This is an optimization exercise on Yosys and OpenROAD, whose aim is small area, a short achievable clock period and few clock cycles per item, not a production implementation.
Function was not checked in any run shown here: the RTL went through the layout flow alone.

==> flow/design.v (outline; a module is shown in full before it is edited, if it fits) <==
// module ysyx_22040228multiplier: 747 lines
// module ysyx_22040228multiplier_out: 192 lines
module ysyx_22040228multiplier (
    input  wire        clk,
    input  wire        rst,
    input  wire        mult_ready,
    input  wire [7:0]  inst_opcode,
    input  wire [63:0] mult_op1,
    input  wire [63:0] mult_op2,
    output wire [63:0] product_val,
    output wire        mult_finish
);
  // ...
==> flow/run.sh <==
#!/bin/bash
# synth_recipe.tcl (not shown) runs the flow's synth.tcl, then flattens the netlist and writes it again
# the make line also repeats each setting of config.mk as NAME=value (left out here)
make -C /OpenROAD-flow-scripts/flow DESIGN_CONFIG=/design/flow/config.mk WORK_HOME=/design/flow/orfs CLKGATE_MAP_FILE= SYNTH_SCRIPT=/design/flow/synth_recipe.tcl finish
==> flow/config.mk <==
export PLATFORM = sky130hd
export DESIGN_NAME = ysyx_22040228multiplier
export DESIGN_NICKNAME = ysyx_22040228multiplier
export VERILOG_FILES = /design/flow/design.v
export SDC_FILE = /design/flow/constraint.sdc
export NUM_CORES = 4
export LEC_CHECK = 0
export CAP_MARGIN = 20
export CORE_MARGIN = 2
export CORE_UTILIZATION = 40
export PLACE_DENSITY = 0.6
export SETUP_SLACK_MARGIN = 1.0
export SLEW_MARGIN = 20
export SYNTH_HIERARCHICAL = 1
==> flow/constraint.sdc <==
create_clock -name core_clock -period 6.5 [get_ports {clk}]
set_input_delay 1.3000 -clock core_clock [delete_from_list [all_inputs] [get_ports {clk}]]
set_output_delay 1.3000 -clock core_clock [all_outputs]
set_load 0.01 [all_outputs]
==> key figures, run 1 <==
Outcome
  • Status: no timing/DRC/antenna violations

Worst hold path
  • Hold endpoint: stepping$_SDFF_PP0_
  • Tightest Hold Check Type: reg -> reg

Setup path
  • Critical Path Source: v[14]$_DFF_P_
  • WP data required: roughly 5.2 ns

Placement
  • Cell Area, Placed: 30400 µm²
  • I/O Buffers: between 200 and 250
  • Post-DP HPWL: between 80000 and 90000 µm

Detailed routing
  • Met2 Wirelength: approximately 46000 µm
  • WL/cell: 24.9 µm

Synth
  • Synth warnings: 8

STA
  • Hold Fails Final Rpt: 0

Clock tree
  • Clk buf depth: 2
  • TritonCTS clock tree: done

Final layout
  • Fillers: around 6700
  • Multi-input logic area: approximately 22000 µm²
  • FF/Latch Area: between 3000 and 4000 µm²
  • Final nets: a little under 4000
  • Antenna diodes: 0
  • Final core occ: 47.5%

Floorplanning
  • Rows: 96
==> module ysyx_22040228multiplier, before the edit <==
module ysyx_22040228multiplier (
    input  wire        clk,
    input  wire        rst,
    input  wire        mult_ready,
    input  wire [7:0]  inst_opcode,
    input  wire [63:0] mult_op1,
    input  wire [63:0] mult_op2,
    output wire [63:0] product_val,
    output wire        mult_finish
);
    localparam K  = 8;                 
    localparam ND = 4;                 
    localparam G  = 9;                 
    localparam GW = 4;                 
    localparam W  = 73;                
    localparam XW = 74;                
    localparam NB = 9;                 
    wire op_mul    = (inst_opcode == 8'b00001110);
    wire op_mulh   = (inst_opcode == 8'b00011100);
    wire op_mulhsu = (inst_opcode == 8'b00111000);
    wire op_mulhu  = (inst_opcode == 8'b01110000);
    wire op_mulw   = (inst_opcode == 8'b11100000);
    wire pw        = inst_opcode[7];                       
    wire lowmode   = inst_opcode[7] | ~inst_opcode[4];     
    wire sa        = ~inst_opcode[6] | inst_opcode[7];     
    wire sb        = ~inst_opcode[5] | inst_opcode[7];     
    wire [64:0] a65 = pw ? {{33{mult_op1[31]}}, mult_op1[31:0]} : {sa & mult_op1[63], mult_op1};
    wire [64:0] b65 = pw ? {{33{mult_op2[31]}}, mult_op2[31:0]} : {sb & mult_op2[63], mult_op2};
    function [G-1:0] fitv;
        input [63:0] o;
        input        w;      
        input        sg;     
        integer g, i;
        reg [G-1:0] f64, fu, f32;
        reg o64, z64, o32, z32;
        begin
            o64 = 1'b1; z64 = 1'b1; o32 = 1'b1; z32 = 1'b1;
            for (g = G; g >= 1; g = g - 1) begin
                for (i = 0; i < 64; i = i + 1)
                    if (i >= g * K - 1 && i <= g * K + K - 2) begin
                        o64 = o64 & o[i];
                        z64 = z64 & ~o[i];
                        if (i < 32) begin
                            o32 = o32 & o[i];
                            z32 = z32 & ~o[i];
                        end
                    end
                f64[g-1] = o64 | z64;
                fu[g-1]  = z64;
                f32[g-1] = o32 | z32;
            end
            fitv = w ? f32 : (sg ? f64 : fu);
        end
    endfunction
    wire [G-1:0] fits_a = fitv(mult_op1, pw, sa);
    wire [G-1:0] fits_b = fitv(mult_op2, pw, sb);
    wire [G-1:0] top_a = fits_a & ~{fits_a[G-2:0], 1'b0};
    wire [G-1:0] top_b = fits_b & ~{fits_b[G-2:0], 1'b0};
    wire swap = |(fits_a & ~fits_b);
    wire [64:0] mc = swap ? b65 : a65;
    wire [XW-1:0] ax = {{(XW-66){a65[64]}}, a65, 1'b0};
    wire [XW-1:0] bx = {{(XW-66){b65[64]}}, b65, 1'b0};
    reg  [K:0]    ga_top, gb_top;
    reg  [GW-1:0] na_m1, nb_m1;
    integer i;
    always @(*) begin
        ga_top = {(K+1){1'b0}};
        gb_top = {(K+1){1'b0}};
        na_m1  = {GW{1'b0}};
        nb_m1  = {GW{1'b0}};
        for (i = 0; i < G; i = i + 1) begin
            ga_top = ga_top | ({(K+1){top_a[i]}} & ax[i*K +: K+1]);
            gb_top = gb_top | ({(K+1){top_b[i]}} & bx[i*K +: K+1]);
            na_m1  = na_m1 | ({GW{top_a[i]}} & i[GW-1:0]);
            nb_m1  = nb_m1 | ({GW{top_b[i]}} & i[GW-1:0]);
        end
    end
    wire [GW-1:0] nm1 = swap ? na_m1 : nb_m1;
    wire [GW-1:0] first_idx = lowmode ? nm1 : {GW{1'b0}};
    reg swap_r;
    wire [XW-1:0] mpx = swap_r ? ax : bx;
    function [K:0] grp;
        input [GW-1:0] g;
        integer j;
        begin
            grp = {(K+1){1'b0}};
            for (j = 0; j < G; j = j + 1)
                if (g == j) grp = mpx[j*K +: K+1];
        end
    endfunction
    function [3*ND-1:0] benc;
        input [K:0] b;
        integer j;
        reg [2:0] t;
        begin
            for (j = 0; j < ND; j = j + 1) begin
                t = b[2*j +: 3];
                benc[3*j+2] = t[2];
                benc[3*j+1] = (t[2] ^ t[1]) & ~(t[1] ^ t[0]);
                benc[3*j]   = t[1] ^ t[0];
            end
        end
    endfunction
    reg          busy;      
    reg          stepping;  
    reg          resolve;   
    reg          fin;
    reg          lsb;       
    reg          o_lo, o_w, o_hi;   
    reg [GW-1:0] cur;       
    reg [GW-1:0] last_r;    
    reg [3*ND-1:0] enc_r;
    reg [64:0]   mc_r;
    reg [W-1:0]  v;
    reg [NB-1:0] pc;
    wire start = mult_ready & ~busy;
    wire is_last = lsb ? (cur == last_r) : (cur == {GW{1'b0}});
    wire [GW-1:0] nxt = lsb ? cur + 1'b1 : cur - 1'b1;
    always @(posedge clk) begin
        if (rst) begin
            busy     <= 1'b0;
            stepping <= 1'b0;
            resolve  <= 1'b0;
            fin      <= 1'b0;
        end else if (start) begin
            busy     <= 1'b1;
            stepping <= 1'b1;
            resolve  <= 1'b0;
            fin      <= 1'b0;
        end else if (fin | ~mult_ready) begin
            busy     <= 1'b0;
            stepping <= 1'b0;
            resolve  <= 1'b0;
            fin      <= 1'b0;
        end else begin
            stepping <= stepping & ~is_last;
            resolve  <= 1'b0;
            fin      <= stepping & is_last;
        end
    end
    always @(posedge clk) begin
        mc_r   <= mc;
        swap_r <= swap;
        if (start) begin
            o_lo   <= op_mul;
            o_w    <= op_mulw;
            o_hi   <= op_mulh | op_mulhsu | op_mulhu;
            lsb    <= ~lowmode;
            cur    <= first_idx;
            last_r <= nm1;
            enc_r  <= swap ? (lowmode ? benc(ga_top) : benc(ax[K:0]))
                           : (lowmode ? benc(gb_top) : benc(bx[K:0]));
        end else begin
            cur    <= nxt;
            enc_r  <= benc(grp(nxt));
        end
    end
    reg  [66*ND-1:0] rows;
    reg  [ND-1:0]    ng;
    reg  [65:0]      sel;
    integer d;
    always @(*) begin
        for (d = 0; d < ND; d = d + 1) begin
            sel = ({66{enc_r[3*d]}} & {mc_r[64], mc_r}) | ({66{enc_r[3*d+1]}} & {mc_r, 1'b0});
            sel = sel ^ {66{enc_r[3*d+2]}};
            rows[66*d +: 66] = {~sel[65], sel[64:0]};
            ng[d] = enc_r[3*d+2];
        end
    end
    reg xl, xm, xf;
    always @(posedge clk) begin
        xl <= ~start & lsb;
        xm <= ~start & ~lsb;
        xf <= start;
    end
    localparam [W-1:0] BETA = {{(W-65){1'b0}}, 1'b1, 64'd0};
    wire [W-1:0] x = ({W{xl}} & {{K{1'b0}}, v[W-1:K]}) |
                     ({W{xm}} & {v[W-1-K:0], {K{1'b0}}}) |
                     ({W{xf}} & BETA);
    wire [NB-1:0] cin = ({NB{xl}} & {1'b0, pc[NB-1:1]}) |
                        ({NB{xm}} & {pc[NB-2:0], 1'b0});
    wire e = xl & pc[0] & (&v[K-1:0]);
    wire [W-1:0] cs_s, cs_c;
    wire q0s = 1'b1 ^ cin[8];
    wire q0c = 1'b1 & cin[8];
    wire q1s = cin[0] ^ x[0];
    wire q1c = cin[0] & x[0];
    wire q2s = x[4] ^ ng[2];
    wire q2c = x[4] & ng[2];
    wire q3s = x[5] ^ rows[5];
    wire q3c = x[5] & rows[5];
    wire q4s = x[6] ^ ng[3] ^ rows[6];
    wire q4c = (x[6] & ng[3]) | (x[6] & rows[6]) | (ng[3] & rows[6]);
    wire q5s = rows[70] ^ rows[134];
    wire q5c = rows[70] & rows[134];
    wire q6s = x[7] ^ rows[7] ^ rows[71];
    wire q6c = (x[7] & rows[7]) | (x[7] & rows[71]) | (rows[7] & rows[71]);
    wire q7s = rows[135] ^ rows[199];
    wire q7c = rows[135] & rows[199];
    wire q8s = cin[1] ^ x[8] ^ rows[8];
    wire q8c = (cin[1] & x[8]) | (cin[1] & rows[8]) | (x[8] & rows[8]);
    wire q9s = rows[72] ^ rows[136] ^ rows[200];
    wire q9c = (rows[72] & rows[136]) | (rows[72] & rows[200]) | (rows[136] & rows[200]);
    wire q10s = x[9] ^ rows[9] ^ rows[73];
    wire q10c = (x[9] & rows[9]) | (x[9] & rows[73]) | (rows[9] & rows[73]);
    wire q11s = rows[137] ^ rows[201];
    wire q11c = rows[137] & rows[201];
    wire q12s = x[10] ^ rows[10] ^ rows[74];
    wire q12c = (x[10] & rows[10]) | (x[10] & rows[74]) | (rows[10] & rows[74]);
    wire q13s = rows[138] ^ rows[202];
    wire q13c = rows[138] & rows[202];
    wire q14s = x[11] ^ rows[11] ^ rows[75];
    wire q14c = (x[11] & rows[11]) | (x[11] & rows[75]) | (rows[11] & rows[75]);
    wire q15s = rows[139] ^ rows[203];
    wire q15c = rows[139] & rows[203];
    wire q16s = x[12] ^ rows[12] ^ rows[76];
    wire q16c = (x[12] & rows[12]) | (x[12] & rows[76]) | (rows[12] & rows[76]);
    wire q17s = rows[140] ^ rows[204];
    wire q17c = rows[140] & rows[204];
    wire q18s = x[13] ^ rows[13] ^ rows[77];
    wire q18c = (x[13] & rows[13]) | (x[13] & rows[77]) | (rows[13] & rows[77]);
    wire q19s = rows[141] ^ rows[205];
    wire q19c = rows[141] & rows[205];
    wire q20s = x[14] ^ rows[14] ^ rows[78];
    wire q20c = (x[14] & rows[14]) | (x[14] & rows[78]) | (rows[14] & rows[78]);
    wire q21s = rows[142] ^ rows[206];
    wire q21c = rows[142] & rows[206];
    wire q22s = x[15] ^ rows[15] ^ rows[79];
    wire q22c = (x[15] & rows[15]) | (x[15] & rows[79]) | (rows[15] & rows[79]);
    wire q23s = rows[143] ^ rows[207];
    wire q23c = rows[143] & rows[207];
    wire q24s = cin[2] ^ x[16] ^ rows[16];
    wire q24c = (cin[2] & x[16]) | (cin[2] & rows[16]) | (x[16] & rows[16]);
    wire q25s = rows[80] ^ rows[144] ^ rows[208];
    wire q25c = (rows[80] & rows[144]) | (rows[80] & rows[208]) | (rows[144] & rows[208]);
    wire q26s = x[17] ^ rows[17] ^ rows[81];
    wire q26c = (x[17] & rows[17]) | (x[17] & rows[81]) | (rows[17] & rows[81]);
    wire q27s = rows[145] ^ rows[209];
    wire q27c = rows[145] & rows[209];
    wire q28s = x[18] ^ rows[18] ^ rows[82];
    wire q28c = (x[18] & rows[18]) | (x[18] & rows[82]) | (rows[18] & rows[82]);
    wire q29s = rows[146] ^ rows[210];
    wire q29c = rows[146] & rows[210];
    wire q30s = x[19] ^ rows[19] ^ rows[83];
    wire q30c = (x[19] & rows[19]) | (x[19] & rows[83]) | (rows[19] & rows[83]);
    wire q31s = rows[147] ^ rows[211];
    wire q31c = rows[147] & rows[211];
    wire q32s = x[20] ^ rows[20] ^ rows[84];
    wire q32c = (x[20] & rows[20]) | (x[20] & rows[84]) | (rows[20] & rows[84]);
    wire q33s = rows[148] ^ rows[212];
    wire q33c = rows[148] & rows[212];
    wire q34s = x[21] ^ rows[21] ^ rows[85];
    wire q34c = (x[21] & rows[21]) | (x[21] & rows[85]) | (rows[21] & rows[85]);
    wire q35s = rows[149] ^ rows[213];
    wire q35c = rows[149] & rows[213];
    wire q36s = x[22] ^ rows[22] ^ rows[86];
    wire q36c = (x[22] & rows[22]) | (x[22] & rows[86]) | (rows[22] & rows[86]);
    wire q37s = rows[150] ^ rows[214];
    wire q37c = rows[150] & rows[214];
    wire q38s = x[23] ^ rows[23] ^ rows[87];
    wire q38c = (x[23] & rows[23]) | (x[23] & rows[87]) | (rows[23] & rows[87]);
    wire q39s = rows[151] ^ rows[215];
    wire q39c = rows[151] & rows[215];
    wire q40s = cin[3] ^ x[24] ^ rows[24];
    wire q40c = (cin[3] & x[24]) | (cin[3] & rows[24]) | (x[24] & rows[24]);
    wire q41s = rows[88] ^ rows[152] ^ rows[216];
    wire q41c = (rows[88] & rows[152]) | (rows[88] & rows[216]) | (rows[152] & rows[216]);
    wire q42s = x[25] ^ rows[25] ^ rows[89];
    wire q42c = (x[25] & rows[25]) | (x[25] & rows[89]) | (rows[25] & rows[89]);
    wire q43s = rows[153] ^ rows[217];
    wire q43c = rows[153] & rows[217];
    wire q44s = x[26] ^ rows[26] ^ rows[90];
    wire q44c = (x[26] & rows[26]) | (x[26] & rows[90]) | (rows[26] & rows[90]);
    wire q45s = rows[154] ^ rows[218];
    wire q45c = rows[154] & rows[218];
    wire q46s = x[27] ^ rows[27] ^ rows[91];
    wire q46c = (x[27] & rows[27]) | (x[27] & rows[91]) | (rows[27] & rows[91]);
    wire q47s = rows[155] ^ rows[219];
    wire q47c = rows[155] & rows[219];
    wire q48s = x[28] ^ rows[28] ^ rows[92];
    wire q48c = (x[28] & rows[28]) | (x[28] & rows[92]) | (rows[28] & rows[92]);
    wire q49s = rows[156] ^ rows[220];
    wire q49c = rows[156] & rows[220];
    wire q50s = x[29] ^ rows[29] ^ rows[93];
    wire q50c = (x[29] & rows[29]) | (x[29] & rows[93]) | (rows[29] & rows[93]);
    wire q51s = rows[157] ^ rows[221];
    wire q51c = rows[157] & rows[221];
    wire q52s = x[30] ^ rows[30] ^ rows[94];
    wire q52c = (x[30] & rows[30]) | (x[30] & rows[94]) | (rows[30] & rows[94]);
    wire q53s = rows[158] ^ rows[222];
    wire q53c = rows[158] & rows[222];
    wire q54s = x[31] ^ rows[31] ^ rows[95];
    wire q54c = (x[31] & rows[31]) | (x[31] & rows[95]) | (rows[31] & rows[95]);
    wire q55s = rows[159] ^ rows[223];
    wire q55c = rows[159] & rows[223];
    wire q56s = cin[4] ^ x[32] ^ rows[32];
    wire q56c = (cin[4] & x[32]) | (cin[4] & rows[32]) | (x[32] & rows[32]);
    wire q57s = rows[96] ^ rows[160] ^ rows[224];
    wire q57c = (rows[96] & rows[160]) | (rows[96] & rows[224]) | (rows[160] & rows[224]);
    wire q58s = x[33] ^ rows[33] ^ rows[97];
    wire q58c = (x[33] & rows[33]) | (x[33] & rows[97]) | (rows[33] & rows[97]);
    wire q59s = rows[161] ^ rows[225];
    wire q59c = rows[161] & rows[225];
    wire q60s = x[34] ^ rows[34] ^ rows[98];
    wire q60c = (x[34] & rows[34]) | (x[34] & rows[98]) | (rows[34] & rows[98]);
    wire q61s = rows[162] ^ rows[226];
    wire q61c = rows[162] & rows[226];
    wire q62s = x[35] ^ rows[35] ^ rows[99];
    wire q62c = (x[35] & rows[35]) | (x[35] & rows[99]) | (rows[35] & rows[99]);
    wire q63s = rows[163] ^ rows[227];
    wire q63c = rows[163] & rows[227];
    wire q64s = x[36] ^ rows[36] ^ rows[100];
    wire q64c = (x[36] & rows[36]) | (x[36] & rows[100]) | (rows[36] & rows[100]);
    wire q65s = rows[164] ^ rows[228];
    wire q65c = rows[164] & rows[228];
    wire q66s = x[37] ^ rows[37] ^ rows[101];
    wire q66c = (x[37] & rows[37]) | (x[37] & rows[101]) | (rows[37] & rows[101]);
    wire q67s = rows[165] ^ rows[229];
    wire q67c = rows[165] & rows[229];
    wire q68s = x[38] ^ rows[38] ^ rows[102];
    wire q68c = (x[38] & rows[38]) | (x[38] & rows[102]) | (rows[38] & rows[102]);
    wire q69s = rows[166] ^ rows[230];
    wire q69c = rows[166] & rows[230];
    wire q70s = x[39] ^ rows[39] ^ rows[103];
    wire q70c = (x[39] & rows[39]) | (x[39] & rows[103]) | (rows[39] & rows[103]);
    wire q71s = rows[167] ^ rows[231];
    wire q71c = rows[167] & rows[231];
    wire q72s = cin[5] ^ x[40] ^ rows[40];
    wire q72c = (cin[5] & x[40]) | (cin[5] & rows[40]) | (x[40] & rows[40]);
    wire q73s = rows[104] ^ rows[168] ^ rows[232];
    wire q73c = (rows[104] & rows[168]) | (rows[104] & rows[232]) | (rows[168] & rows[232]);
    wire q74s = x[41] ^ rows[41] ^ rows[105];
    wire q74c = (x[41] & rows[41]) | (x[41] & rows[105]) | (rows[41] & rows[105]);
    wire q75s = rows[169] ^ rows[233];
    wire q75c = rows[169] & rows[233];
    wire q76s = x[42] ^ rows[42] ^ rows[106];
    wire q76c = (x[42] & rows[42]) | (x[42] & rows[106]) | (rows[42] & rows[106]);
    wire q77s = rows[170] ^ rows[234];
    wire q77c = rows[170] & rows[234];
    wire q78s = x[43] ^ rows[43] ^ rows[107];
    wire q78c = (x[43] & rows[43]) | (x[43] & rows[107]) | (rows[43] & rows[107]);
    wire q79s = rows[171] ^ rows[235];
    wire q79c = rows[171] & rows[235];
    wire q80s = x[44] ^ rows[44] ^ rows[108];
    wire q80c = (x[44] & rows[44]) | (x[44] & rows[108]) | (rows[44] & rows[108]);
    wire q81s = rows[172] ^ rows[236];
    wire q81c = rows[172] & rows[236];
    wire q82s = x[45] ^ rows[45] ^ rows[109];
    wire q82c = (x[45] & rows[45]) | (x[45] & rows[109]) | (rows[45] & rows[109]);
    wire q83s = rows[173] ^ rows[237];
    wire q83c = rows[173] & rows[237];
    wire q84s = x[46] ^ rows[46] ^ rows[110];
    wire q84c = (x[46] & rows[46]) | (x[46] & rows[110]) | (rows[46] & rows[110]);
    wire q85s = rows[174] ^ rows[238];
    wire q85c = rows[174] & rows[238];
    wire q86s = x[47] ^ rows[47] ^ rows[111];
    wire q86c = (x[47] & rows[47]) | (x[47] & rows[111]) | (rows[47] & rows[111]);
    wire q87s = rows[175] ^ rows[239];
    wire q87c = rows[175] & rows[239];
    wire q88s = cin[6] ^ x[48] ^ rows[48];
    wire q88c = (cin[6] & x[48]) | (cin[6] & rows[48]) | (x[48] & rows[48]);
    wire q89s = rows[112] ^ rows[176] ^ rows[240];
    wire q89c = (rows[112] & rows[176]) | (rows[112] & rows[240]) | (rows[176] & rows[240]);
    wire q90s = x[49] ^ rows[49] ^ rows[113];
    wire q90c = (x[49] & rows[49]) | (x[49] & rows[113]) | (rows[49] & rows[113]);
    wire q91s = rows[177] ^ rows[241];
    wire q91c = rows[177] & rows[241];
    wire q92s = x[50] ^ rows[50] ^ rows[114];
    wire q92c = (x[50] & rows[50]) | (x[50] & rows[114]) | (rows[50] & rows[114]);
    wire q93s = rows[178] ^ rows[242];
    wire q93c = rows[178] & rows[242];
    wire q94s = x[51] ^ rows[51] ^ rows[115];
    wire q94c = (x[51] & rows[51]) | (x[51] & rows[115]) | (rows[51] & rows[115]);
    wire q95s = rows[179] ^ rows[243];
    wire q95c = rows[179] & rows[243];
    wire q96s = x[52] ^ rows[52] ^ rows[116];
    wire q96c = (x[52] & rows[52]) | (x[52] & rows[116]) | (rows[52] & rows[116]);
    wire q97s = rows[180] ^ rows[244];
    wire q97c = rows[180] & rows[244];
    wire q98s = x[53] ^ rows[53] ^ rows[117];
    wire q98c = (x[53] & rows[53]) | (x[53] & rows[117]) | (rows[53] & rows[117]);
    wire q99s = rows[181] ^ rows[245];
    wire q99c = rows[181] & rows[245];
    wire q100s = x[54] ^ rows[54] ^ rows[118];
    wire q100c = (x[54] & rows[54]) | (x[54] & rows[118]) | (rows[54] & rows[118]);
    wire q101s = rows[182] ^ rows[246];
    wire q101c = rows[182] & rows[246];
    wire q102s = x[55] ^ rows[55] ^ rows[119];
    wire q102c = (x[55] & rows[55]) | (x[55] & rows[119]) | (rows[55] & rows[119]);
    wire q103s = rows[183] ^ rows[247];
    wire q103c = rows[183] & rows[247];
    wire q104s = cin[7] ^ x[56] ^ rows[56];
    wire q104c = (cin[7] & x[56]) | (cin[7] & rows[56]) | (x[56] & rows[56]);
    wire q105s = rows[120] ^ rows[184] ^ rows[248];
    wire q105c = (rows[120] & rows[184]) | (rows[120] & rows[248]) | (rows[184] & rows[248]);
    wire q106s = x[57] ^ rows[57] ^ rows[121];
    wire q106c = (x[57] & rows[57]) | (x[57] & rows[121]) | (rows[57] & rows[121]);
    wire q107s = rows[185] ^ rows[249];
    wire q107c = rows[185] & rows[249];
    wire q108s = x[58] ^ rows[58] ^ rows[122];
    wire q108c = (x[58] & rows[58]) | (x[58] & rows[122]) | (rows[58] & rows[122]);
    wire q109s = rows[186] ^ rows[250];
    wire q109c = rows[186] & rows[250];
    wire q110s = x[59] ^ rows[59] ^ rows[123];
    wire q110c = (x[59] & rows[59]) | (x[59] & rows[123]) | (rows[59] & rows[123]);
    wire q111s = rows[187] ^ rows[251];
    wire q111c = rows[187] & rows[251];
    wire q112s = x[60] ^ rows[60] ^ rows[124];
    wire q112c = (x[60] & rows[60]) | (x[60] & rows[124]) | (rows[60] & rows[124]);
    wire q113s = rows[188] ^ rows[252];
    wire q113c = rows[188] & rows[252];
    wire q114s = x[61] ^ rows[61] ^ rows[125];
    wire q114c = (x[61] & rows[61]) | (x[61] & rows[125]) | (rows[61] & rows[125]);
    wire q115s = rows[189] ^ rows[253];
    wire q115c = rows[189] & rows[253];
    wire q116s = x[62] ^ rows[62] ^ rows[126];
    wire q116c = (x[62] & rows[62]) | (x[62] & rows[126]) | (rows[62] & rows[126]);
    wire q117s = rows[190] ^ rows[254];
    wire q117c = rows[190] & rows[254];
    wire q118s = x[63] ^ rows[63] ^ rows[127];
    wire q118c = (x[63] & rows[63]) | (x[63] & rows[127]) | (rows[63] & rows[127]);
    wire q119s = rows[191] ^ rows[255];
    wire q119c = rows[191] & rows[255];
    wire q120s = x[64] ^ rows[64] ^ rows[128];
    wire q120c = (x[64] & rows[64]) | (x[64] & rows[128]) | (rows[64] & rows[128]);
    wire q121s = rows[192] ^ rows[256] ^ q0s;
    wire q121c = (rows[192] & rows[256]) | (rows[192] & q0s) | (rows[256] & q0s);
    wire q122s = x[65] ^ rows[65] ^ rows[129];
    wire q122c = (x[65] & rows[65]) | (x[65] & rows[129]) | (rows[65] & rows[129]);
    wire q123s = rows[193] ^ rows[257] ^ q0c;
    wire q123c = (rows[193] & rows[257]) | (rows[193] & q0c) | (rows[257] & q0c);
    wire q124s = 1'b1 ^ x[66] ^ rows[130];
    wire q124c = (1'b1 & x[66]) | (1'b1 & rows[130]) | (x[66] & rows[130]);
    wire q125s = rows[194] ^ rows[258];
    wire q125c = rows[194] & rows[258];
    wire q126s = x[67] ^ rows[131] ^ rows[195];
    wire q126c = (x[67] & rows[131]) | (x[67] & rows[195]) | (rows[131] & rows[195]);
    wire q127s = 1'b1 ^ x[68];
    wire q127c = 1'b1 & x[68];
    wire q128s = e ^ ng[0];
    wire q128c = e & ng[0];
    wire q129s = x[1] ^ rows[1];
    wire q129c = x[1] & rows[1];
    wire q130s = x[2] ^ ng[1] ^ rows[2];
    wire q130c = (x[2] & ng[1]) | (x[2] & rows[2]) | (ng[1] & rows[2]);
    wire q131s = x[3] ^ rows[3];
    wire q131c = x[3] & rows[3];
    wire q132s = rows[4] ^ rows[68] ^ rows[132];
    wire q132c = (rows[4] & rows[68]) | (rows[4] & rows[132]) | (rows[68] & rows[132]);
    wire q133s = rows[69] ^ rows[133] ^ q2c;
    wire q133c = (rows[69] & rows[133]) | (rows[69] & q2c) | (rows[133] & q2c);
    wire q134s = rows[198] ^ q3c ^ q4s;
    wire q134c = (rows[198] & q3c) | (rows[198] & q4s) | (q3c & q4s);
    wire q135s = q4c ^ q5c ^ q6s;
    wire q135c = (q4c & q5c) | (q4c & q6s) | (q5c & q6s);
    wire q136s = q6c ^ q7c ^ q8s;
    wire q136c = (q6c & q7c) | (q6c & q8s) | (q7c & q8s);
    wire q137s = q8c ^ q9c ^ q10s;
    wire q137c = (q8c & q9c) | (q8c & q10s) | (q9c & q10s);
    wire q138s = q10c ^ q11c ^ q12s;
    wire q138c = (q10c & q11c) | (q10c & q12s) | (q11c & q12s);
    wire q139s = q12c ^ q13c ^ q14s;
    wire q139c = (q12c & q13c) | (q12c & q14s) | (q13c & q14s);
    wire q140s = q14c ^ q15c ^ q16s;
    wire q140c = (q14c & q15c) | (q14c & q16s) | (q15c & q16s);
    wire q141s = q16c ^ q17c ^ q18s;
    wire q141c = (q16c & q17c) | (q16c & q18s) | (q17c & q18s);
    wire q142s = q18c ^ q19c ^ q20s;
    wire q142c = (q18c & q19c) | (q18c & q20s) | (q19c & q20s);
    wire q143s = q20c ^ q21c ^ q22s;
    wire q143c = (q20c & q21c) | (q20c & q22s) | (q21c & q22s);
    wire q144s = q22c ^ q23c ^ q24s;
    wire q144c = (q22c & q23c) | (q22c & q24s) | (q23c & q24s);
    wire q145s = q24c ^ q25c ^ q26s;
    wire q145c = (q24c & q25c) | (q24c & q26s) | (q25c & q26s);
    wire q146s = q26c ^ q27c ^ q28s;
    wire q146c = (q26c & q27c) | (q26c & q28s) | (q27c & q28s);
    wire q147s = q28c ^ q29c ^ q30s;
    wire q147c = (q28c & q29c) | (q28c & q30s) | (q29c & q30s);
    wire q148s = q30c ^ q31c ^ q32s;
    wire q148c = (q30c & q31c) | (q30c & q32s) | (q31c & q32s);
    wire q149s = q32c ^ q33c ^ q34s;
    wire q149c = (q32c & q33c) | (q32c & q34s) | (q33c & q34s);
    wire q150s = q34c ^ q35c ^ q36s;
    wire q150c = (q34c & q35c) | (q34c & q36s) | (q35c & q36s);
    wire q151s = q36c ^ q37c ^ q38s;
    wire q151c = (q36c & q37c) | (q36c & q38s) | (q37c & q38s);
    wire q152s = q38c ^ q39c ^ q40s;
    wire q152c = (q38c & q39c) | (q38c & q40s) | (q39c & q40s);
    wire q153s = q40c ^ q41c ^ q42s;
    wire q153c = (q40c & q41c) | (q40c & q42s) | (q41c & q42s);
    wire q154s = q42c ^ q43c ^ q44s;
    wire q154c = (q42c & q43c) | (q42c & q44s) | (q43c & q44s);
    wire q155s = q44c ^ q45c ^ q46s;
    wire q155c = (q44c & q45c) | (q44c & q46s) | (q45c & q46s);
    wire q156s = q46c ^ q47c ^ q48s;
    wire q156c = (q46c & q47c) | (q46c & q48s) | (q47c & q48s);
    wire q157s = q48c ^ q49c ^ q50s;
    wire q157c = (q48c & q49c) | (q48c & q50s) | (q49c & q50s);
    wire q158s = q50c ^ q51c ^ q52s;
    wire q158c = (q50c & q51c) | (q50c & q52s) | (q51c & q52s);
    wire q159s = q52c ^ q53c ^ q54s;
    wire q159c = (q52c & q53c) | (q52c & q54s) | (q53c & q54s);
    wire q160s = q54c ^ q55c ^ q56s;
    wire q160c = (q54c & q55c) | (q54c & q56s) | (q55c & q56s);
    wire q161s = q56c ^ q57c ^ q58s;
    wire q161c = (q56c & q57c) | (q56c & q58s) | (q57c & q58s);
    wire q162s = q58c ^ q59c ^ q60s;
    wire q162c = (q58c & q59c) | (q58c & q60s) | (q59c & q60s);
    wire q163s = q60c ^ q61c ^ q62s;
    wire q163c = (q60c & q61c) | (q60c & q62s) | (q61c & q62s);
    wire q164s = q62c ^ q63c ^ q64s;
    wire q164c = (q62c & q63c) | (q62c & q64s) | (q63c & q64s);
    wire q165s = q64c ^ q65c ^ q66s;
    wire q165c = (q64c & q65c) | (q64c & q66s) | (q65c & q66s);
    wire q166s = q66c ^ q67c ^ q68s;
    wire q166c = (q66c & q67c) | (q66c & q68s) | (q67c & q68s);
    wire q167s = q68c ^ q69c ^ q70s;
    wire q167c = (q68c & q69c) | (q68c & q70s) | (q69c & q70s);
    wire q168s = q70c ^ q71c ^ q72s;
    wire q168c = (q70c & q71c) | (q70c & q72s) | (q71c & q72s);
    wire q169s = q72c ^ q73c ^ q74s;
    wire q169c = (q72c & q73c) | (q72c & q74s) | (q73c & q74s);
    wire q170s = q74c ^ q75c ^ q76s;
    wire q170c = (q74c & q75c) | (q74c & q76s) | (q75c & q76s);
    wire q171s = q76c ^ q77c ^ q78s;
    wire q171c = (q76c & q77c) | (q76c & q78s) | (q77c & q78s);
    wire q172s = q78c ^ q79c ^ q80s;
    wire q172c = (q78c & q79c) | (q78c & q80s) | (q79c & q80s);
    wire q173s = q80c ^ q81c ^ q82s;
    wire q173c = (q80c & q81c) | (q80c & q82s) | (q81c & q82s);
    wire q174s = q82c ^ q83c ^ q84s;
    wire q174c = (q82c & q83c) | (q82c & q84s) | (q83c & q84s);
    wire q175s = q84c ^ q85c ^ q86s;
    wire q175c = (q84c & q85c) | (q84c & q86s) | (q85c & q86s);
    wire q176s = q86c ^ q87c ^ q88s;
    wire q176c = (q86c & q87c) | (q86c & q88s) | (q87c & q88s);
    wire q177s = q88c ^ q89c ^ q90s;
    wire q177c = (q88c & q89c) | (q88c & q90s) | (q89c & q90s);
    wire q178s = q90c ^ q91c ^ q92s;
    wire q178c = (q90c & q91c) | (q90c & q92s) | (q91c & q92s);
    wire q179s = q92c ^ q93c ^ q94s;
    wire q179c = (q92c & q93c) | (q92c & q94s) | (q93c & q94s);
    wire q180s = q94c ^ q95c ^ q96s;
    wire q180c = (q94c & q95c) | (q94c & q96s) | (q95c & q96s);
    wire q181s = q96c ^ q97c ^ q98s;
    wire q181c = (q96c & q97c) | (q96c & q98s) | (q97c & q98s);
    wire q182s = q98c ^ q99c ^ q100s;
    wire q182c = (q98c & q99c) | (q98c & q100s) | (q99c & q100s);
    wire q183s = q100c ^ q101c ^ q102s;
    wire q183c = (q100c & q101c) | (q100c & q102s) | (q101c & q102s);
    wire q184s = q102c ^ q103c ^ q104s;
    wire q184c = (q102c & q103c) | (q102c & q104s) | (q103c & q104s);
    wire q185s = q104c ^ q105c ^ q106s;
    wire q185c = (q104c & q105c) | (q104c & q106s) | (q105c & q106s);
    wire q186s = q106c ^ q107c ^ q108s;
    wire q186c = (q106c & q107c) | (q106c & q108s) | (q107c & q108s);
    wire q187s = q108c ^ q109c ^ q110s;
    wire q187c = (q108c & q109c) | (q108c & q110s) | (q109c & q110s);
    wire q188s = q110c ^ q111c ^ q112s;
    wire q188c = (q110c & q111c) | (q110c & q112s) | (q111c & q112s);
    wire q189s = q112c ^ q113c ^ q114s;
    wire q189c = (q112c & q113c) | (q112c & q114s) | (q113c & q114s);
    wire q190s = q114c ^ q115c ^ q116s;
    wire q190c = (q114c & q115c) | (q114c & q116s) | (q115c & q116s);
    wire q191s = q116c ^ q117c ^ q118s;
    wire q191c = (q116c & q117c) | (q116c & q118s) | (q117c & q118s);
    wire q192s = q118c ^ q119c ^ q120s;
    wire q192c = (q118c & q119c) | (q118c & q120s) | (q119c & q120s);
    wire q193s = q120c ^ q121c ^ q122s;
    wire q193c = (q120c & q121c) | (q120c & q122s) | (q121c & q122s);
    wire q194s = q122c ^ q123c ^ q124s;
    wire q194c = (q122c & q123c) | (q122c & q124s) | (q123c & q124s);
    wire q195s = rows[259] ^ q124c ^ q125c;
    wire q195c = (rows[259] & q124c) | (rows[259] & q125c) | (q124c & q125c);
    wire q196s = rows[196] ^ rows[260] ^ q126c;
    wire q196c = (rows[196] & rows[260]) | (rows[196] & q126c) | (rows[260] & q126c);
    wire q197s = x[69] ^ rows[197] ^ rows[261];
    wire q197c = (x[69] & rows[197]) | (x[69] & rows[261]) | (rows[197] & rows[261]);
    wire q198s = 1'b1 ^ x[70];
    wire q198c = 1'b1 & x[70];
    wire q199s = rows[0] ^ q1s;
    wire q199c = rows[0] & q1s;
    wire q200s = q1c ^ q128c ^ q129s;
    wire q200c = (q1c & q128c) | (q1c & q129s) | (q128c & q129s);
    wire q201s = rows[66] ^ q129c ^ q130s;
    wire q201c = (rows[66] & q129c) | (rows[66] & q130s) | (q129c & q130s);
    wire q202s = rows[67] ^ q130c ^ q131s;
    wire q202c = (rows[67] & q130c) | (rows[67] & q131s) | (q130c & q131s);
    wire q203s = q2s ^ q131c ^ q132s;
    wire q203c = (q2s & q131c) | (q2s & q132s) | (q131c & q132s);
    wire q204s = q3s ^ q132c ^ q133s;
    wire q204c = (q3s & q132c) | (q3s & q133s) | (q132c & q133s);
    wire q205s = q5s ^ q133c ^ q134s;
    wire q205c = (q5s & q133c) | (q5s & q134s) | (q133c & q134s);
    wire q206s = q7s ^ q134c ^ q135s;
    wire q206c = (q7s & q134c) | (q7s & q135s) | (q134c & q135s);
    wire q207s = q9s ^ q135c ^ q136s;
    wire q207c = (q9s & q135c) | (q9s & q136s) | (q135c & q136s);
    wire q208s = q11s ^ q136c ^ q137s;
    wire q208c = (q11s & q136c) | (q11s & q137s) | (q136c & q137s);
    wire q209s = q13s ^ q137c ^ q138s;
    wire q209c = (q13s & q137c) | (q13s & q138s) | (q137c & q138s);
    wire q210s = q15s ^ q138c ^ q139s;
    wire q210c = (q15s & q138c) | (q15s & q139s) | (q138c & q139s);
    wire q211s = q17s ^ q139c ^ q140s;
    wire q211c = (q17s & q139c) | (q17s & q140s) | (q139c & q140s);
    wire q212s = q19s ^ q140c ^ q141s;
    wire q212c = (q19s & q140c) | (q19s & q141s) | (q140c & q141s);
    wire q213s = q21s ^ q141c ^ q142s;
    wire q213c = (q21s & q141c) | (q21s & q142s) | (q141c & q142s);
    wire q214s = q23s ^ q142c ^ q143s;
    wire q214c = (q23s & q142c) | (q23s & q143s) | (q142c & q143s);
    wire q215s = q25s ^ q143c ^ q144s;
    wire q215c = (q25s & q143c) | (q25s & q144s) | (q143c & q144s);
    wire q216s = q27s ^ q144c ^ q145s;
    wire q216c = (q27s & q144c) | (q27s & q145s) | (q144c & q145s);
    wire q217s = q29s ^ q145c ^ q146s;
    wire q217c = (q29s & q145c) | (q29s & q146s) | (q145c & q146s);
    wire q218s = q31s ^ q146c ^ q147s;
    wire q218c = (q31s & q146c) | (q31s & q147s) | (q146c & q147s);
    wire q219s = q33s ^ q147c ^ q148s;
    wire q219c = (q33s & q147c) | (q33s & q148s) | (q147c & q148s);
    wire q220s = q35s ^ q148c ^ q149s;
    wire q220c = (q35s & q148c) | (q35s & q149s) | (q148c & q149s);
    wire q221s = q37s ^ q149c ^ q150s;
    wire q221c = (q37s & q149c) | (q37s & q150s) | (q149c & q150s);
    wire q222s = q39s ^ q150c ^ q151s;
    wire q222c = (q39s & q150c) | (q39s & q151s) | (q150c & q151s);
    wire q223s = q41s ^ q151c ^ q152s;
    wire q223c = (q41s & q151c) | (q41s & q152s) | (q151c & q152s);
    wire q224s = q43s ^ q152c ^ q153s;
    wire q224c = (q43s & q152c) | (q43s & q153s) | (q152c & q153s);
    wire q225s = q45s ^ q153c ^ q154s;
    wire q225c = (q45s & q153c) | (q45s & q154s) | (q153c & q154s);
    wire q226s = q47s ^ q154c ^ q155s;
    wire q226c = (q47s & q154c) | (q47s & q155s) | (q154c & q155s);
    wire q227s = q49s ^ q155c ^ q156s;
    wire q227c = (q49s & q155c) | (q49s & q156s) | (q155c & q156s);
    wire q228s = q51s ^ q156c ^ q157s;
    wire q228c = (q51s & q156c) | (q51s & q157s) | (q156c & q157s);
    wire q229s = q53s ^ q157c ^ q158s;
    wire q229c = (q53s & q157c) | (q53s & q158s) | (q157c & q158s);
    wire q230s = q55s ^ q158c ^ q159s;
    wire q230c = (q55s & q158c) | (q55s & q159s) | (q158c & q159s);
    wire q231s = q57s ^ q159c ^ q160s;
    wire q231c = (q57s & q159c) | (q57s & q160s) | (q159c & q160s);
    wire q232s = q59s ^ q160c ^ q161s;
    wire q232c = (q59s & q160c) | (q59s & q161s) | (q160c & q161s);
    wire q233s = q61s ^ q161c ^ q162s;
    wire q233c = (q61s & q161c) | (q61s & q162s) | (q161c & q162s);
    wire q234s = q63s ^ q162c ^ q163s;
    wire q234c = (q63s & q162c) | (q63s & q163s) | (q162c & q163s);
    wire q235s = q65s ^ q163c ^ q164s;
    wire q235c = (q65s & q163c) | (q65s & q164s) | (q163c & q164s);
    wire q236s = q67s ^ q164c ^ q165s;
    wire q236c = (q67s & q164c) | (q67s & q165s) | (q164c & q165s);
    wire q237s = q69s ^ q165c ^ q166s;
    wire q237c = (q69s & q165c) | (q69s & q166s) | (q165c & q166s);
    wire q238s = q71s ^ q166c ^ q167s;
    wire q238c = (q71s & q166c) | (q71s & q167s) | (q166c & q167s);
    wire q239s = q73s ^ q167c ^ q168s;
    wire q239c = (q73s & q167c) | (q73s & q168s) | (q167c & q168s);
    wire q240s = q75s ^ q168c ^ q169s;
    wire q240c = (q75s & q168c) | (q75s & q169s) | (q168c & q169s);
    wire q241s = q77s ^ q169c ^ q170s;
    wire q241c = (q77s & q169c) | (q77s & q170s) | (q169c & q170s);
    wire q242s = q79s ^ q170c ^ q171s;
    wire q242c = (q79s & q170c) | (q79s & q171s) | (q170c & q171s);
    wire q243s = q81s ^ q171c ^ q172s;
    wire q243c = (q81s & q171c) | (q81s & q172s) | (q171c & q172s);
    wire q244s = q83s ^ q172c ^ q173s;
    wire q244c = (q83s & q172c) | (q83s & q173s) | (q172c & q173s);
    wire q245s = q85s ^ q173c ^ q174s;
    wire q245c = (q85s & q173c) | (q85s & q174s) | (q173c & q174s);
    wire q246s = q87s ^ q174c ^ q175s;
    wire q246c = (q87s & q174c) | (q87s & q175s) | (q174c & q175s);
    wire q247s = q89s ^ q175c ^ q176s;
    wire q247c = (q89s & q175c) | (q89s & q176s) | (q175c & q176s);
    wire q248s = q91s ^ q176c ^ q177s;
    wire q248c = (q91s & q176c) | (q91s & q177s) | (q176c & q177s);
    wire q249s = q93s ^ q177c ^ q178s;
    wire q249c = (q93s & q177c) | (q93s & q178s) | (q177c & q178s);
    wire q250s = q95s ^ q178c ^ q179s;
    wire q250c = (q95s & q178c) | (q95s & q179s) | (q178c & q179s);
    wire q251s = q97s ^ q179c ^ q180s;
    wire q251c = (q97s & q179c) | (q97s & q180s) | (q179c & q180s);
    wire q252s = q99s ^ q180c ^ q181s;
    wire q252c = (q99s & q180c) | (q99s & q181s) | (q180c & q181s);
    wire q253s = q101s ^ q181c ^ q182s;
    wire q253c = (q101s & q181c) | (q101s & q182s) | (q181c & q182s);
    wire q254s = q103s ^ q182c ^ q183s;
    wire q254c = (q103s & q182c) | (q103s & q183s) | (q182c & q183s);
    wire q255s = q105s ^ q183c ^ q184s;
    wire q255c = (q105s & q183c) | (q105s & q184s) | (q183c & q184s);
    wire q256s = q107s ^ q184c ^ q185s;
    wire q256c = (q107s & q184c) | (q107s & q185s) | (q184c & q185s);
    wire q257s = q109s ^ q185c ^ q186s;
    wire q257c = (q109s & q185c) | (q109s & q186s) | (q185c & q186s);
    wire q258s = q111s ^ q186c ^ q187s;
    wire q258c = (q111s & q186c) | (q111s & q187s) | (q186c & q187s);
    wire q259s = q113s ^ q187c ^ q188s;
    wire q259c = (q113s & q187c) | (q113s & q188s) | (q187c & q188s);
    wire q260s = q115s ^ q188c ^ q189s;
    wire q260c = (q115s & q188c) | (q115s & q189s) | (q188c & q189s);
    wire q261s = q117s ^ q189c ^ q190s;
    wire q261c = (q117s & q189c) | (q117s & q190s) | (q189c & q190s);
    wire q262s = q119s ^ q190c ^ q191s;
    wire q262c = (q119s & q190c) | (q119s & q191s) | (q190c & q191s);
    wire q263s = q121s ^ q191c ^ q192s;
    wire q263c = (q121s & q191c) | (q121s & q192s) | (q191c & q192s);
    wire q264s = q123s ^ q192c ^ q193s;
    wire q264c = (q123s & q192c) | (q123s & q193s) | (q192c & q193s);
    wire q265s = q125s ^ q193c ^ q194s;
    wire q265c = (q125s & q193c) | (q125s & q194s) | (q193c & q194s);
    wire q266s = q126s ^ q194c ^ q195s;
    wire q266c = (q126s & q194c) | (q126s & q195s) | (q194c & q195s);
    wire q267s = q127s ^ q195c ^ q196s;
    wire q267c = (q127s & q195c) | (q127s & q196s) | (q195c & q196s);
    wire q268s = q127c ^ q196c ^ q197s;
    wire q268c = (q127c & q196c) | (q127c & q197s) | (q196c & q197s);
    wire q269s = rows[262] ^ q197c ^ q198s;
    wire q269c = (rows[262] & q197c) | (rows[262] & q198s) | (q197c & q198s);
    wire q270s = x[71] ^ rows[263] ^ q198c;
    wire q270c = (x[71] & rows[263]) | (x[71] & q198c) | (rows[263] & q198c);
    assign cs_s = {x[72], q269c, q268c, q267c, q266c, q265c, q264c, q263c, q262c, q261c, q260c, q259c, q258c, q257c, q256c, q255c, q254c, q253c, q252c, q251c, q250c, q249c, q248c, q247c, q246c, q245c, q244c, q243c, q242c, q241c, q240c, q239c, q238c, q237c, q236c, q235c, q234c, q233c, q232c, q231c, q230c, q229c, q228c, q227c, q226c, q225c, q224c, q223c, q222c, q221c, q220c, q219c, q218c, q217c, q216c, q215c, q214c, q213c, q212c, q211c, q210c, q209c, q208c, q207c, q206c, q205c, q204c, q203c, q202c, q201c, q200c, q199c, q128s};
    assign cs_c = {q270c, q270s, q269s, q268s, q267s, q266s, q265s, q264s, q263s, q262s, q261s, q260s, q259s, q258s, q257s, q256s, q255s, q254s, q253s, q252s, q251s, q250s, q249s, q248s, q247s, q246s, q245s, q244s, q243s, q242s, q241s, q240s, q239s, q238s, q237s, q236s, q235s, q234s, q233s, q232s, q231s, q230s, q229s, q228s, q227s, q226s, q225s, q224s, q223s, q222s, q221s, q220s, q219s, q218s, q217s, q216s, q215s, q214s, q213s, q212s, q211s, q210s, q209s, q208s, q207s, q206s, q205s, q204s, q203s, q202s, q201s, q200s, q199s};
    wire [W-1:0]  bs;
    wire [NB-1:0] bco;
    assign {bco[0], bs[7:0]} = {1'b0, cs_s[7:0]} + {1'b0, cs_c[7:0]};
    assign {bco[1], bs[15:8]} = {1'b0, cs_s[15:8]} + {1'b0, cs_c[15:8]};
    assign {bco[2], bs[23:16]} = {1'b0, cs_s[23:16]} + {1'b0, cs_c[23:16]};
    assign {bco[3], bs[31:24]} = {1'b0, cs_s[31:24]} + {1'b0, cs_c[31:24]};
    assign {bco[4], bs[39:32]} = {1'b0, cs_s[39:32]} + {1'b0, cs_c[39:32]};
    assign {bco[5], bs[47:40]} = {1'b0, cs_s[47:40]} + {1'b0, cs_c[47:40]};
    assign {bco[6], bs[55:48]} = {1'b0, cs_s[55:48]} + {1'b0, cs_c[55:48]};
    assign {bco[7], bs[63:56]} = {1'b0, cs_s[63:56]} + {1'b0, cs_c[63:56]};
    assign {bco[8], bs[72:64]} = {1'b0, cs_s[72:64]} + {1'b0, cs_c[72:64]};
    always @(posedge clk) begin
        v  <= bs;
        pc <= {bco[NB-2:0], 1'b0};
    end
    ysyx_22040228multiplier_out u_out (
        .v(v), .pc(pc), .last(last_r), .o_lo(o_lo), .o_w(o_w), .o_hi(o_hi),
        .product_val(product_val));
    assign mult_finish = fin;
endmodule
==> module ysyx_22040228multiplier_out, before the edit <==
module ysyx_22040228multiplier_out (
    input  wire [72:0] v,
    input  wire [8:0] pc,
    input  wire [3:0] last,
    input  wire        o_lo,
    input  wire        o_w,
    input  wire        o_hi,
    output wire [63:0] product_val
);
    localparam W = 73;
    localparam NB = 9;
    wire [W-1:0] r;
    wire [NB-1:0] rg, rp, rc;    
    wire ra1 = &v[15:8];
    wire rb1 = &v[15:9];
    assign rg[1] = pc[1] & ra1;
    assign rp[1] = pc[1] ? rb1 : ra1;
    wire ra2 = &v[23:16];
    wire rb2 = &v[23:17];
    assign rg[2] = pc[2] & ra2;
    assign rp[2] = pc[2] ? rb2 : ra2;
    wire ra3 = &v[31:24];
    wire rb3 = &v[31:25];
    assign rg[3] = pc[3] & ra3;
    assign rp[3] = pc[3] ? rb3 : ra3;
    wire ra4 = &v[39:32];
    wire rb4 = &v[39:33];
    assign rg[4] = pc[4] & ra4;
    assign rp[4] = pc[4] ? rb4 : ra4;
    wire ra5 = &v[47:40];
    wire rb5 = &v[47:41];
    assign rg[5] = pc[5] & ra5;
    assign rp[5] = pc[5] ? rb5 : ra5;
    wire ra6 = &v[55:48];
    wire rb6 = &v[55:49];
    assign rg[6] = pc[6] & ra6;
    assign rp[6] = pc[6] ? rb6 : ra6;
    wire ra7 = &v[63:56];
    wire rb7 = &v[63:57];
    assign rg[7] = pc[7] & ra7;
    assign rp[7] = pc[7] ? rb7 : ra7;
    wire ra8 = &v[72:64];
    wire rb8 = &v[72:65];
    assign rg[8] = pc[8] & ra8;
    assign rp[8] = pc[8] ? rb8 : ra8;
    assign rg[0] = 1'b0;
    assign rp[0] = 1'b0;
    wire rG0 = rg[1] | (rp[1] & rg[0]);
    wire rP0 = rp[1] & rp[0];
    wire rG1 = rg[3] | (rp[3] & rg[2]);
    wire rP1 = rp[3] & rp[2];
    wire rG2 = rg[5] | (rp[5] & rg[4]);
    wire rP2 = rp[5] & rp[4];
    wire rG3 = rg[7] | (rp[7] & rg[6]);
    wire rP3 = rp[7] & rp[6];
    wire rG4 = rg[2] | (rp[2] & rG0);
    wire rP4 = rp[2] & rP0;
    wire rG5 = rG1 | (rP1 & rG0);
    wire rP5 = rP1 & rP0;
    wire rG6 = rg[6] | (rp[6] & rG2);
    wire rP6 = rp[6] & rP2;
    wire rG7 = rG3 | (rP3 & rG2);
    wire rP7 = rP3 & rP2;
    wire rG8 = rg[4] | (rp[4] & rG5);
    wire rP8 = rp[4] & rP5;
    wire rG9 = rG2 | (rP2 & rG5);
    wire rP9 = rP2 & rP5;
    wire rG10 = rG6 | (rP6 & rG5);
    wire rP10 = rP6 & rP5;
    wire rG11 = rG7 | (rP7 & rG5);
    wire rP11 = rP7 & rP5;
    wire rG12 = rg[8] | (rp[8] & rG11);
    wire rP12 = rp[8] & rP11;
    assign rc = {rG11, rG10, rG9, rG8, rG5, rG4, rG0, rg[0], 1'b0};
    assign r[0] = v[0];
    assign r[1] = v[1];
    assign r[2] = v[2];
    assign r[3] = v[3];
    assign r[4] = v[4];
    assign r[5] = v[5];
    assign r[6] = v[6];
    assign r[7] = v[7];
    wire ri1_1 = pc[1] ^ rc[1];    
    wire ri2_1 = pc[1] & rc[1];    
    assign r[8] = v[8] ^ ri1_1;
    assign r[9] = v[9] ^ ((ri1_1 & v[8]) | (ri2_1 & 1'b1));
    assign r[10] = v[10] ^ ((ri1_1 & &v[9:8]) | (ri2_1 & v[9]));
    assign r[11] = v[11] ^ ((ri1_1 & &v[10:8]) | (ri2_1 & &v[10:9]));
    assign r[12] = v[12] ^ ((ri1_1 & &v[11:8]) | (ri2_1 & &v[11:9]));
    assign r[13] = v[13] ^ ((ri1_1 & &v[12:8]) | (ri2_1 & &v[12:9]));
    assign r[14] = v[14] ^ ((ri1_1 & &v[13:8]) | (ri2_1 & &v[13:9]));
    assign r[15] = v[15] ^ ((ri1_1 & &v[14:8]) | (ri2_1 & &v[14:9]));
    wire ri1_2 = pc[2] ^ rc[2];    
    wire ri2_2 = pc[2] & rc[2];    
    assign r[16] = v[16] ^ ri1_2;
    assign r[17] = v[17] ^ ((ri1_2 & v[16]) | (ri2_2 & 1'b1));
    assign r[18] = v[18] ^ ((ri1_2 & &v[17:16]) | (ri2_2 & v[17]));
    assign r[19] = v[19] ^ ((ri1_2 & &v[18:16]) | (ri2_2 & &v[18:17]));
    assign r[20] = v[20] ^ ((ri1_2 & &v[19:16]) | (ri2_2 & &v[19:17]));
    assign r[21] = v[21] ^ ((ri1_2 & &v[20:16]) | (ri2_2 & &v[20:17]));
    assign r[22] = v[22] ^ ((ri1_2 & &v[21:16]) | (ri2_2 & &v[21:17]));
    assign r[23] = v[23] ^ ((ri1_2 & &v[22:16]) | (ri2_2 & &v[22:17]));
    wire ri1_3 = pc[3] ^ rc[3];    
    wire ri2_3 = pc[3] & rc[3];    
    assign r[24] = v[24] ^ ri1_3;
    assign r[25] = v[25] ^ ((ri1_3 & v[24]) | (ri2_3 & 1'b1));
    assign r[26] = v[26] ^ ((ri1_3 & &v[25:24]) | (ri2_3 & v[25]));
    assign r[27] = v[27] ^ ((ri1_3 & &v[26:24]) | (ri2_3 & &v[26:25]));
    assign r[28] = v[28] ^ ((ri1_3 & &v[27:24]) | (ri2_3 & &v[27:25]));
    assign r[29] = v[29] ^ ((ri1_3 & &v[28:24]) | (ri2_3 & &v[28:25]));
    assign r[30] = v[30] ^ ((ri1_3 & &v[29:24]) | (ri2_3 & &v[29:25]));
    assign r[31] = v[31] ^ ((ri1_3 & &v[30:24]) | (ri2_3 & &v[30:25]));
    wire ri1_4 = pc[4] ^ rc[4];    
    wire ri2_4 = pc[4] & rc[4];    
    assign r[32] = v[32] ^ ri1_4;
    assign r[33] = v[33] ^ ((ri1_4 & v[32]) | (ri2_4 & 1'b1));
    assign r[34] = v[34] ^ ((ri1_4 & &v[33:32]) | (ri2_4 & v[33]));
    assign r[35] = v[35] ^ ((ri1_4 & &v[34:32]) | (ri2_4 & &v[34:33]));
    assign r[36] = v[36] ^ ((ri1_4 & &v[35:32]) | (ri2_4 & &v[35:33]));
    assign r[37] = v[37] ^ ((ri1_4 & &v[36:32]) | (ri2_4 & &v[36:33]));
    assign r[38] = v[38] ^ ((ri1_4 & &v[37:32]) | (ri2_4 & &v[37:33]));
    assign r[39] = v[39] ^ ((ri1_4 & &v[38:32]) | (ri2_4 & &v[38:33]));
    wire ri1_5 = pc[5] ^ rc[5];    
    wire ri2_5 = pc[5] & rc[5];    
    assign r[40] = v[40] ^ ri1_5;
    assign r[41] = v[41] ^ ((ri1_5 & v[40]) | (ri2_5 & 1'b1));
    assign r[42] = v[42] ^ ((ri1_5 & &v[41:40]) | (ri2_5 & v[41]));
    assign r[43] = v[43] ^ ((ri1_5 & &v[42:40]) | (ri2_5 & &v[42:41]));
    assign r[44] = v[44] ^ ((ri1_5 & &v[43:40]) | (ri2_5 & &v[43:41]));
    assign r[45] = v[45] ^ ((ri1_5 & &v[44:40]) | (ri2_5 & &v[44:41]));
    assign r[46] = v[46] ^ ((ri1_5 & &v[45:40]) | (ri2_5 & &v[45:41]));
    assign r[47] = v[47] ^ ((ri1_5 & &v[46:40]) | (ri2_5 & &v[46:41]));
    wire ri1_6 = pc[6] ^ rc[6];    
    wire ri2_6 = pc[6] & rc[6];    
    assign r[48] = v[48] ^ ri1_6;
    assign r[49] = v[49] ^ ((ri1_6 & v[48]) | (ri2_6 & 1'b1));
    assign r[50] = v[50] ^ ((ri1_6 & &v[49:48]) | (ri2_6 & v[49]));
    assign r[51] = v[51] ^ ((ri1_6 & &v[50:48]) | (ri2_6 & &v[50:49]));
    assign r[52] = v[52] ^ ((ri1_6 & &v[51:48]) | (ri2_6 & &v[51:49]));
    assign r[53] = v[53] ^ ((ri1_6 & &v[52:48]) | (ri2_6 & &v[52:49]));
    assign r[54] = v[54] ^ ((ri1_6 & &v[53:48]) | (ri2_6 & &v[53:49]));
    assign r[55] = v[55] ^ ((ri1_6 & &v[54:48]) | (ri2_6 & &v[54:49]));
    wire ri1_7 = pc[7] ^ rc[7];    
    wire ri2_7 = pc[7] & rc[7];    
    assign r[56] = v[56] ^ ri1_7;
    assign r[57] = v[57] ^ ((ri1_7 & v[56]) | (ri2_7 & 1'b1));
    assign r[58] = v[58] ^ ((ri1_7 & &v[57:56]) | (ri2_7 & v[57]));
    assign r[59] = v[59] ^ ((ri1_7 & &v[58:56]) | (ri2_7 & &v[58:57]));
    assign r[60] = v[60] ^ ((ri1_7 & &v[59:56]) | (ri2_7 & &v[59:57]));
    assign r[61] = v[61] ^ ((ri1_7 & &v[60:56]) | (ri2_7 & &v[60:57]));
    assign r[62] = v[62] ^ ((ri1_7 & &v[61:56]) | (ri2_7 & &v[61:57]));
    assign r[63] = v[63] ^ ((ri1_7 & &v[62:56]) | (ri2_7 & &v[62:57]));
    wire ri1_8 = pc[8] ^ rc[8];    
    wire ri2_8 = pc[8] & rc[8];    
    assign r[64] = v[64] ^ ri1_8;
    assign r[65] = v[65] ^ ((ri1_8 & v[64]) | (ri2_8 & 1'b1));
    assign r[66] = v[66] ^ ((ri1_8 & &v[65:64]) | (ri2_8 & v[65]));
    assign r[67] = v[67] ^ ((ri1_8 & &v[66:64]) | (ri2_8 & &v[66:65]));
    assign r[68] = v[68] ^ ((ri1_8 & &v[67:64]) | (ri2_8 & &v[67:65]));
    assign r[69] = v[69] ^ ((ri1_8 & &v[68:64]) | (ri2_8 & &v[68:65]));
    assign r[70] = v[70] ^ ((ri1_8 & &v[69:64]) | (ri2_8 & &v[69:65]));
    assign r[71] = v[71] ^ ((ri1_8 & &v[70:64]) | (ri2_8 & &v[70:65]));
    assign r[72] = v[72] ^ ((ri1_8 & &v[71:64]) | (ri2_8 & &v[71:65]));
    wire [W-1:0] t = {~r[W-1], r[W-2:0]};
    wire [63:0] ash0 = {{55{t[W-1]}}, t[W-1:64]};
    wire [63:0] ash1 = {{47{t[W-1]}}, t[W-1:56]};
    wire [63:0] ash2 = {{39{t[W-1]}}, t[W-1:48]};
    wire [63:0] ash3 = {{31{t[W-1]}}, t[W-1:40]};
    wire [63:0] ash4 = {{23{t[W-1]}}, t[W-1:32]};
    wire [63:0] ash5 = {{15{t[W-1]}}, t[W-1:24]};
    wire [63:0] ash6 = {{7{t[W-1]}}, t[W-1:16]};
    wire [63:0] ash7 = t[71:8];
    wire [63:0] ash8 = t[63:0];
    reg  [63:0] hi;
    always @(*) begin
        case (last)
            4'd0: hi = ash0;
            4'd1: hi = ash1;
            4'd2: hi = ash2;
            4'd3: hi = ash3;
            4'd4: hi = ash4;
            4'd5: hi = ash5;
            4'd6: hi = ash6;
            4'd7: hi = ash7;
            4'd8: hi = ash8;
            default: hi = ash0;
        endcase
    end
    assign product_val = ({64{o_lo}} & r[63:0]) |
                         ({64{o_w}}  & {{32{r[31]}}, r[31:0]}) |
                         ({64{o_hi}} & hi);
endmodule
==> run 2, diff against run 1 <==
--- a/flow/design.v
+++ b/flow/design.v
@@ -134,8 +134,8 @@
             fin      <= 1'b0;
         end else begin
             stepping <= stepping & ~is_last;
-            resolve  <= 1'b0;
-            fin      <= stepping & is_last;
+            resolve  <= stepping & is_last & lsb;
+            fin      <= resolve | (stepping & is_last & ~lsb);
         end
     end
     always @(posedge clk) begin
@@ -736,13 +736,14 @@
     assign {bco[6], bs[55:48]} = {1'b0, cs_s[55:48]} + {1'b0, cs_c[55:48]};
     assign {bco[7], bs[63:56]} = {1'b0, cs_s[63:56]} + {1'b0, cs_c[63:56]};
     assign {bco[8], bs[72:64]} = {1'b0, cs_s[72:64]} + {1'b0, cs_c[72:64]};
+    wire [63:0] hi_al;
     always @(posedge clk) begin
-        v  <= bs;
-        pc <= {bco[NB-2:0], 1'b0};
+        v  <= resolve ? {{(W-64){1'b0}}, hi_al} : bs;
+        pc <= resolve ? {NB{1'b0}} : {bco[NB-2:0], 1'b0};
     end
     ysyx_22040228multiplier_out u_out (
         .v(v), .pc(pc), .last(last_r), .o_lo(o_lo), .o_w(o_w), .o_hi(o_hi),
-        .product_val(product_val));
+        .hi_al(hi_al), .product_val(product_val));
     assign mult_finish = fin;
 endmodule
 module ysyx_22040228multiplier_out (
@@ -752,6 +753,7 @@
     input  wire        o_lo,
     input  wire        o_w,
     input  wire        o_hi,
+    output wire [63:0] hi_al,
     output wire [63:0] product_val
 );
     localparam W = 73;
@@ -933,7 +935,7 @@
             default: hi = ash0;
         endcase
     end
-    assign product_val = ({64{o_lo}} & r[63:0]) |
-                         ({64{o_w}}  & {{32{r[31]}}, r[31:0]}) |
-                         ({64{o_hi}} & hi);
+    assign hi_al = hi;
+    assign product_val = ({64{o_lo | o_hi}} & r[63:0]) |
+                         ({64{o_w}}  & {{32{r[31]}}, r[31:0]});
 endmodule
==> run 2 against run 1 <==
Still clean on timing, DRC and antenna; global-route usage grew 2.2 points; worst hold slack improved by 0.0070 ns; via count up 5.0%; fmax grew 5.4%; utilization is 1.9 points lower; count of clock-buffer cells in the layout unchanged; first-iteration DRC count is 9.5% higher; setup slack improved by 0.29 ns; cell area grew 0.32%; critical endpoint is now product_val[59]; highest routed layer is now met5.
==> key figures, run 2 <==
Placement
  • Post-DP HPWL: 95300 µm (was 82900 µm)
  • Dpl ws: 0.869 ns (was 0.536 ns)
  • Cell Area, Placed: 31800 µm² (was 30400 µm²)
  • Gpl congestion: 1.03 (was 1.01)
  • Cells after DPL: 4453 (was 4195)
  • I/O Buffers: 203 (unchanged)

Clock tree
  • Clock root cell: clkbuf_16 (unchanged)
  • Clk buf depth: 2 (unchanged)
  • TritonCTS clock tree: done (unchanged)
  • Reg clk slew, reported paths: 0.07 ns (was 0.08 ns)
  • CTS Buf Count: 17 (unchanged)

Detailed routing
  • Initial DRC Count: 3973 (was 3628)
  • Drt total wl: 120000 µm (was 108000 µm)
  • DR pass1 iterations: 7 (was 8)
  • DR vias: 28674 (was 27299)
  • WL/cell: 26.7 µm (was 24.9 µm)

Floorplanning
  • Rows: 98 (was 96)
  • I/O pin count: 204 (unchanged)
  • DIE WIDTH: 273 µm (was 267 µm)
  • Core area: 71600 µm² (was 68500 µm²)
  • Initial Utilization: 40.5% (was 40.4%)
  • Die Y: 273 µm (was 267 µm)

Worst hold path
  • Tightest Hold Check Type: reg -> reg (unchanged)

Final layout
  • Final core occ: 45.6% (was 47.5%)
  • Largest regs: v (73), mc_r (65), enc_r (12) (unchanged)
  • Fillers: 7206 (was 6704)
  • Multi-input logic area: 23200 µm² (was 22500 µm²)
  • Top reg by flops: v (unchanged)
  • Finished Cell Area: 32600 µm² (was 32500 µm²)
  • Number of flip-flops in the largest register: 73 (unchanged)
  • Final nets: 4039 (was 3938)
  • Most common cell after layout, fill and taps aside: a22oi_1 (unchanged)
  • Layout cell share with drive strength beyond 1: 9.13% (was 15.1%)
  • Antenna diodes: 0 (unchanged)
  • Most frequent cells in the layout: a22oi_1 (360), inv_1 (292), xnor2_1 (276) (was a22oi_1 (334), inv_1 (299), xnor2_1 (279))
  • Count of non-filler cells in the finished layout: 4489 (was 4320)
  • FF/Latch Area: 3700 µm² (was 3730 µm²)

Synth
  • Synth Instances: 3521 (was 3295)
  • Synth warnings: 8 (unchanged)
  • Synthesized cell area: 29000 µm² (was 27600 µm²)
  • Syn avg cell area: 8.24 µm² (was 8.39 µm²)
  • Syn nets: 4034 (was 3808)

Setup path
  • CP max stage delay: 0.65 ns (was 0.37 ns)
  • Slowest CP cell: or4_4 (was dfxtp_4)
  • WP data required: 5.20 ns (about the same)
  • CP Capture Type: primary output (unchanged)
  • Startpoint Class: flip-flop (unchanged)
  • CP cell instances: nand4_1 -> or4_4 -> o31ai_2 -> ha_1 -> a21o_1 -> a221oi_2 -> o21ai_0 -> clkdlybuf4s50_1 (was nand2_1 -> a2111oi_2 -> nor2_1 -> o31ai_4 -> buf_6 -> buf_12 -> o211ai_1 -> nand3b_1 -> o21a_1 -> ha_4 -> a21oi_4 -> nor3_2 -> xnor2_1 -> buf_4 -> buf_12 -> buf_12 -> o22ai_1 -> a221o_1 -> nor3_2 -> o22ai_1 -> clkbuf_2)
  • Worst Path Arrival: 4.06 ns (was 4.35 ns)
  • Crit-path max FO: 6 (was 5)
  • Buf/Inv on CP: 1 (was 6)
  • Critical path class: reg -> out (unchanged)

STA
  • Worst-margin pin slew: 1.20 ns (was 1.21 ns)
  • Hold Fails Final Rpt: 0 (unchanged)
  • # setup viols final: 0 (unchanged)
  • Hold WS: 0.456 ns (was 0.449 ns)
  • Slew Viols, Final: 0 (unchanged)
  • Final WS setup: 1.14 ns (was 0.851 ns)
  • Tmin final: 5.36 ns (was 5.65 ns)
  • Relative slew slack: 19.9% (was 19.1%)

Flow run
  • Max Cap Violations: 0 (unchanged)

GRT
  • Pin count of the biggest net entering global routing: 79 (was 53)
  • Total grt overflow: 0 (unchanged)
  • Vias in the first global route: 27079 (was 25756)
  • First-pass GRT wire length: 178000 µm (was 160000 µm)
  • Global Route Usage Sum: 31.5% (was 29.3%)

Outcome
  • Status: no timing/DRC/antenna violations (unchanged)
[run 2: area by class of cell]
class	count	share of cell area, %
clock buffer	17	1.30
clock inverter	15	0.587
inverter	296	3.41
multi-input combinational	2730	71.1
sequential	178	11.3
tap	950	3.64
timing repair buffer	303	8.62
[run 2: worst reg2reg max path: stages (launching register included)]
cell and delay (ns):
dfxtp_2 0.96, buf_4 0.35, a22oi_1 0.23, fa_1 0.57, inv_1 0.06, fa_1 0.44
fa_1 0.52, ha_1 0.18, inv_1 0.07, fa_1 0.45, inv_1 0.07, a21oi_1 0.06
o21ai_0 0.19, and2_1 0.19, o21ai_0 0.08, nand2b_1 0.11, xnor2_1 0.22, o21ai_0 0.13
[run 2: final timing paths]
path	endpoint	depth (start not counted)	slack (ns)	start
hold reg to reg	resolve$_SDFF_PP0_	2	0.46	stepping$_SDFF_PP0_
setup reg to reg	v[22]$_DFF_P_	17	1.50	xl$_DFF_P_
setup / recovery	product_val[59]	8	1.14	v[38]$_DFF_P_
hold / removal	resolve$_SDFF_PP0_	2	0.46	stepping$_SDFF_PP0_
[run 2: what timing repair did]
action / in CTS / in global routing
setup buffers: 0 / 3
hold buffers: 0 / 0
endpoints found under the setup margin: 32 / 33
pin swaps: 0 / 4
resized for setup: 17 / 39
[run 2: routing by layer]
metal | vias up | global-route usage [%] | wire length (µm)
li1 | 12751 | - | -
met1 | 13712 | 43.6 | 50500
met2 | 1858 | 47.5 | 50900
met3 | 347 | 4.75 | 11500
met4 | 6 | 16.1 | 7060
met5 | - | 0 | 29

-- static timing again, ports no longer ideal --
The flow's constraints put no driver on any port. The routed layouts listed below were extracted and timed again, unchanged, in two steps. Step 1 (the two cells are an assumption about what drives the block):
set clk [get_ports {clk}]
set_driving_cell -lib_cell sky130_fd_sc_hd__clkbuf_16 $clk
set_driving_cell -lib_cell sky130_fd_sc_hd__buf_2 [delete_from_list [all_inputs] $clk]
Step 2 moves the port delays by t, midway between the first and last clock arrival at a register: inputs arrive t later, outputs are due t later. That takes back most of the time a late clock gives input paths. a / b / c = no drivers / after step 1 / after step 2; a / b = the first two.
run | t (ns) | slack for setup (ns) | cell pins on the clock port's net
run 1 | 0.498 | 0.851 / 0.801 / 0.724 | 1
run 2 | 0.526 | 1.142 / 1.077 / 1.044 | 1
After both steps setup and hold are still met in every run listed. For run 1, which loses most, drivers alone change the setup slack by -0.050 ns; drivers and shift together by -0.127 ns.
